Source: an optimization exercise on an open RTL-to-GDS flow (aim: small area, a short achievable clock period and few clock cycles). Production flows keep margins and buffers that such runs may drop.

// rsa_encrypt
module rsa_encrypt
(
  input wire clk,
  input wire rst,
  input wire [12:0] data,
  input wire [2:0] input_data_type,
  output wire [15:0] output_data,
  output wire ready
);
Size in the first run: about 800 cells after synthesis, about 35 I/O pins, about 0.0067 mm2 of cells after synthesis.
==> module rsa_encrypt, before the edit <==
module rsa_encrypt
(
  input wire clk,
  input wire rst,
  input wire [12:0] data,
  input wire [2:0] input_data_type,
  output wire [15:0] output_data,
  output wire ready
);
    reg [12:0] n;
    reg [12:0] e;
    reg [7:0]  m;
    reg [12:0] acc;
    reg [12:0] p;
    reg [3:0]  idx;
    reg [3:0]  eidx;
    reg        wbit;
    reg        op_mul;
    reg        busy;
    reg        start;    
    reg        prep;     
    assign ready = ~busy;
    assign output_data = {3'b000, acc};
    function [3:0] msb13(input [12:0] w);
        integer i;
        begin
            msb13 = 4'd0;
            for (i = 1; i < 13; i = i + 1)
                if (w[i]) msb13 = i[3:0];
        end
    endfunction
    function [3:0] msb13m1(input [12:0] w);
        integer i;
        begin
            msb13m1 = 4'd0;
            for (i = 2; i < 13; i = i + 1)
                if (w[i]) msb13m1 = i - 1;
        end
    endfunction
    function ge8(input [7:0] a, input [7:0] b);
        integer i;
        reg done;
        begin
            ge8 = 1'b1;
            done = 1'b0;
            for (i = 7; i >= 0; i = i - 1)
                if (!done && a[i] != b[i]) begin
                    ge8 = a[i];
                    done = 1'b1;
                end
        end
    endfunction
    function below13(input [12:0] w);
        integer i;
        begin
            below13 = w[0];
            for (i = 1; i < 13; i = i + 1)
                if (w[i]) below13 = w[i-1];
        end
    endfunction
    wire [3:0] msbe  = msb13(e);
    wire [3:0] msbm  = msb13({5'b00000, m});
    wire [3:0] msba  = msb13(acc);
    wire [3:0] msbd  = msb13({5'b00000, data[7:0]});
    wire [3:0] msbe1 = msb13m1(e);
    wire [3:0] msbm1 = msb13m1({5'b00000, m});
    wire [3:0] msba1 = msb13m1(acc);
    wire [3:0] msbd1 = msb13m1({5'b00000, data[7:0]});
    wire       m_gt1 = (msbm != 4'd0);
    wire       a_gt1 = (msba != 4'd0);
    wire       d_gt1 = (msbd != 4'd0);
    wire [15:0] a2  = {2'b00, p, 1'b0};
    wire [15:0] ba  = wbit ? {3'b000, acc} : 16'd0;
    wire [15:0] nn1 = ~{3'b000, n};
    wire [15:0] nn2 = ~{2'b00, n, 1'b0};
    wire [15:0] x1  = a2 ^ ba ^ nn1;
    wire [15:0] c1  = (a2 & ba) | (a2 & nn1) | (ba & nn1);
    wire [15:0] x2  = a2 ^ ba ^ nn2;
    wire [15:0] c2  = (a2 & ba) | (a2 & nn2) | (ba & nn2);
    wire [15:0] s   = a2 + ba;
    wire [15:0] d1  = x1 + {c1[14:0], 1'b1};
    wire [15:0] d2  = x2 + {c2[14:0], 1'b1};
    wire        ge2 = ~d2[15];
    wire        ge1 = ~d1[15];
    wire [12:0] pn  = ge2 ? d2[12:0] : (ge1 ? d1[12:0] : s[12:0]);
    wire accept   = ready & (input_data_type == 3'd1);
    wire e_one    = (msbe == 4'd0);
    wire last     = (idx == 4'd0);
    wire next_mul = ~op_mul & e[eidx] & m_gt1;
    wire [3:0]  idx1 = idx - 4'd1;
    wire [12:0] w    = op_mul ? {5'b00000, m} : acc;
    wire reduce   = start & (n[12:8] == 5'd0) & ge8(m, n[7:0]);
    wire finish   = ~reduce & ~prep & last & ~next_mul & (eidx == 4'd0);
    always @(posedge clk) begin
        if (rst) begin
            n     <= 13'd3233;
            e     <= 13'd17;
            busy  <= 1'b0;
            start <= 1'b0;
            prep  <= 1'b0;
        end else if (~busy) begin
            if (input_data_type == 3'd2) n <= data;
            if (input_data_type == 3'd3) e <= data;
            if (accept & ~e_one) begin
                busy  <= 1'b1;
                start <= 1'b1;
            end
        end else begin
            start <= 1'b0;
            prep  <= ~reduce & ~prep & last & ~next_mul & (eidx != 4'd0);
            if (finish)
                busy <= 1'b0;
        end
    end
    always @(posedge clk) begin
        if (~busy) begin
            if (accept) begin
                m   <= data[7:0];
                acc <= {5'b00000, data[7:0]};
            end
        end else if (reduce) begin
            acc <= 13'd1;
        end else if (~prep & last) begin
            acc <= pn;
        end
    end
    always @(posedge clk) begin
        if (~busy) begin
            op_mul <= 1'b0;
            eidx   <= msbe1;
        end else if (reduce) begin
            op_mul <= 1'b1;
            eidx   <= msbe;
        end else if (~prep & last) begin
            op_mul <= next_mul;
            if (~next_mul)
                eidx <= eidx - 4'd1;
        end
    end
    always @(posedge clk) begin
        p    <= pn;
        idx  <= idx1;
        wbit <= w[idx1];
        if (~busy) begin
            p    <= d_gt1 ? {5'b00000, data[7:0]} : 13'd0;
            idx  <= msbd1;
            wbit <= below13({5'b00000, data[7:0]});
        end else if (reduce) begin
            p    <= 13'd0;
            idx  <= msbm;
            wbit <= 1'b1;
        end else if (prep) begin
            p    <= a_gt1 ? acc : 13'd0;
            idx  <= msba1;
            wbit <= below13(acc);
        end else if (last & next_mul) begin
            p    <= pn;
            idx  <= msbm1;
            wbit <= below13({5'b00000, m});
        end
    end
endmodule
==> flow/config.mk <==
export PLATFORM = sky130hd
export DESIGN_NAME = rsa_encrypt
export DESIGN_NICKNAME = rsa_encrypt
export VERILOG_FILES = /design/flow/design.v
export SDC_FILE = /design/flow/constraint.sdc
export NUM_CORES = 4
export LEC_CHECK = 0
export CAP_MARGIN = 20
export CORE_MARGIN = 2
export CORE_UTILIZATION = 40
export CTS_BUF_LIST = sky130_fd_sc_hd__clkbuf_4 sky130_fd_sc_hd__clkbuf_8
export SETUP_SLACK_MARGIN = 3.6
export SLEW_MARGIN = 20
==> flow/constraint.sdc <==
create_clock -name core_clock -period 7.0 [get_ports {clk}]
set_input_delay 1.4000 -clock core_clock [delete_from_list [all_inputs] [get_ports {clk}]]
set_output_delay 1.4000 -clock core_clock [all_outputs]
set_load 0.01 [all_outputs]
standard.sh (not shown) runs the stock make flow with config.mk's settings and CLKGATE_MAP_FILE= SYNTH_SCRIPT=/design/flow/synth_recipe.tcl, a recipe that flattens the netlist after the stock synthesis.
==> flow/flow/run.sh <==
#!/bin/bash
# Standard layout, with the port buffers made of buf_1 cells instead of the
# automatically chosen delay buffers. The whole make output goes to
# standard_make.log; ORFS's own per-step logs are under orfs/logs/.
set -euo pipefail
bash standard.sh "BUFFER_PORTS_ARGS=-buffer_cell sky130_fd_sc_hd__buf_1" finish > standard_make.log 2>&1
The baseline produced a clean layout.
==> next run, changes <==
==> flow/design.v (replaced) <==
module rsa_encrypt
(
  input wire clk,
  input wire rst,
  input wire [12:0] data,
  input wire [2:0] input_data_type,
  output wire [15:0] output_data,
  output wire ready
);
    reg [12:0] n;
    reg [12:0] e;
    reg [7:0]  m;
    reg [12:0] acc;
    reg [12:0] p;
    reg [3:0]  idx;
    reg [3:0]  eidx;
    reg        wbit;
    reg        op_mul;
    reg        busy;
    reg        start;    
    reg        prep;     
    assign ready = ~busy;
    assign output_data = {3'b000, acc};
    function [3:0] msb13(input [12:0] w);
        integer i;
        begin
            msb13 = 4'd0;
            for (i = 1; i < 13; i = i + 1)
                if (w[i]) msb13 = i[3:0];
        end
    endfunction
    function below13(input [12:0] w);
        integer i;
        begin
            below13 = w[0];
            for (i = 1; i < 13; i = i + 1)
                if (w[i]) below13 = w[i-1];
        end
    endfunction
    wire [3:0] msbe  = msb13(e);
    wire [3:0] msbm  = msb13({5'b00000, m});
    wire [3:0] msba  = msb13(acc);
    wire       m_gt1 = (msbm != 4'd0);
    wire       a_gt1 = (msba != 4'd0);
    wire [15:0] a2  = {2'b00, p, 1'b0};
    wire [15:0] ba  = wbit ? {3'b000, acc} : 16'd0;
    wire [15:0] nn1 = ~{3'b000, n};
    wire [15:0] nn2 = ~{2'b00, n, 1'b0};
    wire [15:0] x1  = a2 ^ ba ^ nn1;
    wire [15:0] c1  = (a2 & ba) | (a2 & nn1) | (ba & nn1);
    wire [15:0] x2  = a2 ^ ba ^ nn2;
    wire [15:0] c2  = (a2 & ba) | (a2 & nn2) | (ba & nn2);
    wire [15:0] s   = a2 + ba;
    wire [15:0] d1  = x1 + {c1[14:0], 1'b1};
    wire [15:0] d2  = x2 + {c2[14:0], 1'b1};
    wire        ge2 = ~d2[15];
    wire        ge1 = ~d1[15];
    wire [12:0] pn  = ge2 ? d2[12:0] : (ge1 ? d1[12:0] : s[12:0]);
    wire accept   = ready & (input_data_type == 3'd1);
    wire e_one    = (msbe == 4'd0);
    wire last     = (idx == 4'd0);
    wire next_mul = ~op_mul & e[eidx] & m_gt1;
    wire [3:0]  idx1 = idx - 4'd1;
    wire [12:0] w    = op_mul ? {5'b00000, m} : acc;
    wire reduce   = start & ({5'b00000, m} >= n);
    wire finish   = ~start & ~prep & last & ~next_mul & (eidx == 4'd0);
    always @(posedge clk) begin
        if (rst) begin
            n     <= 13'd3233;
            e     <= 13'd17;
            busy  <= 1'b0;
            start <= 1'b0;
            prep  <= 1'b0;
        end else if (~busy) begin
            if (input_data_type == 3'd2) n <= data;
            if (input_data_type == 3'd3) e <= data;
            if (accept & ~e_one) begin
                busy  <= 1'b1;
                start <= 1'b1;
            end
        end else begin
            start <= 1'b0;
            prep  <= ~start & ~prep & last & ~next_mul & (eidx != 4'd0);
            if (finish)
                busy <= 1'b0;
        end
    end
    always @(posedge clk) begin
        if (~busy) begin
            if (accept) begin
                m   <= data[7:0];
                acc <= {5'b00000, data[7:0]};
            end
        end else if (reduce) begin
            acc <= 13'd1;
        end else if (~start & ~prep & last) begin
            acc <= pn;
        end
    end
    always @(posedge clk) begin
        if (~busy) begin
            op_mul <= 1'b0;
            eidx   <= msbe - 4'd1;
        end else if (reduce) begin
            op_mul <= 1'b1;
            eidx   <= msbe;
        end else if (~start & ~prep & last) begin
            op_mul <= next_mul;
            if (~next_mul)
                eidx <= eidx - 4'd1;
        end
    end
    always @(posedge clk) begin
        p    <= pn;
        idx  <= idx1;
        wbit <= w[idx1];
        if (reduce) begin
            p    <= 13'd0;
            idx  <= msbm;
            wbit <= 1'b1;
        end else if (prep | start) begin
            p    <= a_gt1 ? acc : 13'd0;
            idx  <= a_gt1 ? msba - 4'd1 : 4'd0;
            wbit <= below13(acc);
        end else if (last & next_mul) begin
            p    <= pn;
            idx  <= msbm - 4'd1;
            wbit <= below13({5'b00000, m});
        end
    end
endmodule
Global-route usage rose by 0.76 points.
Via count fell by a few percent.
Fmax fell by a few percent.
Sequential share of layout area fell by 0.28 points.
Non-clock buffer count rose by 6.
Worst setup slack got worse by 0.20 ns.
Count of clock-buffer cells in the layout rose by 2.
Die area fell by a few percent.
Hold slack improved by 0.0085 ns.
Cell count fell by a few percent.
Function was not checked in any run of this note: the RTL went through the layout flow alone.

[separate check: timing with driven ports]
No port has a modelled driver above. Below, the same layouts with a new extraction and two added sets of constraints. Step 1 assumes that a clkbuf_16 drives the clock port and a buf_2 every other input. Step 2 also shifts input and output timing later by t, the mid clock arrival at the registers, as if the neighbouring blocks saw the same clock. a / b / c = no drivers / after step 1 / after step 2; a / b = the first two.
run | shift t [ns] | setup WS [ns] | slew at the worst register clock pin (ns) | worst data-port slew with drivers (ns) | cell pins on the clock port's net
the first run | 0.388 | 3.687 / 3.687 / 3.687 | 0.09 / 0.09 | 0.03 | 1
the second run | 0.396 | 3.490 / 3.490 / 3.490 | 0.08 / 0.08 | 0.04 | 1
After both steps setup and hold are still met in every run listed.
